Background: an optimization exercise with open tools, aiming at small area. Do not read the settings as production practice.
In this exercise RTL edits were held to simulation tests only and were not proved equivalent to the original.
No activity file was given, so power comes from the tool's default toggle rates. No driver is modelled on the clock port, so clocking that relies on it looks cheaper here than on a real chip.

==> flow/design.v (excerpt) <==
module rmii_axis_v1_0 #
  (
   parameter [7:0]  FPGA_IP_1 = 10,
   parameter [7:0]  FPGA_IP_2 = 0,
   parameter [7:0]  FPGA_IP_3 = 0,
   parameter [7:0]  FPGA_IP_4 = 240,
   parameter [7:0]  HOST_IP_1 = 10,
   parameter [7:0]  HOST_IP_2 = 0,
   parameter [7:0]  HOST_IP_3 = 0,
   parameter [7:0]  HOST_IP_4 = 10,
   parameter [15:0] FPGA_PORT = 17767,
   parameter [15:0] HOST_PORT = 17767,
   parameter [47:0] FPGA_MAC = 48'he86a64e7e830,
   parameter [47:0] HOST_MAC = 48'he86a64e7e829,
   parameter [15:0] HEADER_CHECKSUM = 16'h65b3,
   parameter	    CHECK_DESTINATION = 1
   )
   (
    input wire		aclk,
    input wire		aresetn,
    input wire		ETH_CRSDV,
    input wire [1:0]	ETH_RXD,
    output wire		ETH_TXEN,
    output wire [1:0]	ETH_TXD,
    output wire		m00_axis_tvalid,
    output wire [7 : 0]	m00_axis_tdata,
    output wire		m00_axis_tlast,
    output wire		s00_axis_tready,
    input wire [7 : 0]	s00_axis_tdata,
    input wire		s00_axis_tlast,
    input wire [11:0]	s00_axis_tuser,
    input wire		s00_axis_tvalid
    );
For scale: roughly 1400 cells after synthesis, about 660 flip-flops, ~41 I/O pins.
==> flow/config.mk <==
export PLATFORM = sky130hd
export DESIGN_NAME = rmii_axis_v1_0
export DESIGN_NICKNAME = rmii_axis_v1_0
export VERILOG_FILES = /design/flow/design.v
export SDC_FILE = /design/flow/constraint.sdc
export NUM_CORES = 4
export LEC_CHECK = 0
export CAP_MARGIN = 20
export CORE_MARGIN = 2
export CORE_UTILIZATION = 75
export SLEW_MARGIN = 20
==> flow/constraint.sdc <==
create_clock -name core_clock -period 10.0 [get_ports {aclk}]
set_input_delay 2.0000 -clock core_clock [delete_from_list [all_inputs] [get_ports {aclk}]]
set_output_delay 2.0000 -clock core_clock [all_outputs]
set_load 0.01 [all_outputs]
standard.sh (not shown) runs the stock make flow with config.mk's settings and CLKGATE_MAP_FILE= SYNTH_SCRIPT=/design/flow/synth_recipe.tcl, a recipe that flattens the netlist after the stock synthesis.
==> flow/flow/run.sh <==
#!/bin/bash
# The standard layout (standard.sh), with two changes to how it is made:
#  - ports are buffered with the smallest buffer instead of the default
#    clkdlybuf4s50_1 (every input and output port still gets a buffer);
#  - clock tree synthesis uses larger sink clusters of clkbuf_16 leaves and
#    no dummy loads.
# Synthesis, floorplan, power grid, tap cells, placement and routing are
# the standard flow's.  The make output goes to standard.log.
set -euo pipefail
export BUFFER_PORTS_ARGS="-buffer_cell sky130_fd_sc_hd__buf_1"
export CTS_ARGS="-sink_clustering_enable -repair_clock_nets -dont_use_dummy_load -buf_list sky130_fd_sc_hd__clkbuf_8 -sink_clustering_size 20 -sink_clustering_max_diameter 60"
bash standard.sh > standard.log 2>&1
The baseline passed the timing, design-rule and antenna checks.
Edit:
--- a/flow/flow/run.sh
+++ b/flow/flow/run.sh
@@ -11 +11 @@
-export CTS_ARGS="-sink_clustering_enable -repair_clock_nets -dont_use_dummy_load -buf_list sky130_fd_sc_hd__clkbuf_8 -sink_clustering_size 20 -sink_clustering_max_diameter 60"
+export CTS_ARGS="-sink_clustering_enable -repair_clock_nets -dont_use_dummy_load -buf_list sky130_fd_sc_hd__clkbuf_16 -sink_clustering_size 30 -sink_clustering_max_diameter 80"
Outcome: The new run passed the timing, design-rule and antenna checks. Global-route usage is higher by 1.1 points. Via count is higher slightly. Clock-buffer cell count is lower by 14. Cell area is higher slightly. Flip-flop and latch count does not change. Clock power is higher by roughly a tenth. Critical path depth stays the same.
Edit:
--- a/flow/flow/run.sh
+++ b/flow/flow/run.sh
@@ -11 +11 @@
-export CTS_ARGS="-sink_clustering_enable -repair_clock_nets -dont_use_dummy_load -buf_list sky130_fd_sc_hd__clkbuf_16 -sink_clustering_size 30 -sink_clustering_max_diameter 80"
+export CTS_ARGS="-sink_clustering_enable -repair_clock_nets -dont_use_dummy_load -buf_list sky130_fd_sc_hd__clkbuf_4 -sink_clustering_size 12 -sink_clustering_max_diameter 40"
CORE_UTILIZATION = 65   (was 75)
Result: The changed run passed the timing, design-rule and antenna checks; critical path depth does not change; setup slack degrades by 28 ps; total power goes down by 2.7%; design area is about the same; global-route usage goes down by 5.6 points; core utilization goes down by 11 points; worst hold slack degrades by 64 ps; area after synthesis is unchanged.
Edit:
--- a/flow/flow/run.sh
+++ b/flow/flow/run.sh
@@ -5 +5 @@
-#  - clock tree synthesis uses larger sink clusters of clkbuf_16 leaves and
+#  - clock tree synthesis uses larger sink clusters of clkbuf_8 leaves and
@@ -11 +11 @@
-export CTS_ARGS="-sink_clustering_enable -repair_clock_nets -dont_use_dummy_load -buf_list sky130_fd_sc_hd__clkbuf_4 -sink_clustering_size 12 -sink_clustering_max_diameter 40"
+export CTS_ARGS="-sink_clustering_enable -repair_clock_nets -dont_use_dummy_load -buf_list sky130_fd_sc_hd__clkbuf_8 -sink_clustering_size 20 -sink_clustering_max_diameter 60"
After rerunning:
- non-clock buffer count is unchanged
- worst setup slack hardly moves
- clock-buffer cell count came out lower by 32
- die area is unchanged
- sequential share of layout area stays flat
- global-route usage came out lower by 0.64 points
- area after synthesis stays the same
- total power stays flat
- final cell count came out lower slightly
- synthesized cell count is unchanged
- worst hold slack is better by 23 ps

static timing again, ports no longer ideal:
In the flow no input, the clock included, has a driving cell. The finished layouts below were timed again as built, in two steps.
Step 1: set_driving_cell puts a clkbuf_16 on aclk and a buf_2 on each other input, an assumption about the parent block.
Step 2 also shifts input and output timing later by t, the mid clock arrival at the registers, as if the neighbouring blocks saw the same clock.
Slacks: no drivers / after step 1 / after step 2; pairs: no drivers / after step 1.
| run | t (ns) | slack for setup (ns) | slew at the worst register clock pin (ns) |
|---|---|---|---|
| the first run | 0.607 | 4.467 / 4.438 / 4.438 | 0.11 / 0.11 |
| the second run | 0.602 | 4.465 / 4.436 / 4.436 | 0.11 / 0.11 |
| the third run | 0.758 | 4.437 / 4.410 / 4.410 | 0.12 / 0.12 |
| the fourth run | 0.619 | 4.440 / 4.413 / 4.413 | 0.12 / 0.12 |
After both steps every run listed still meets setup and hold.
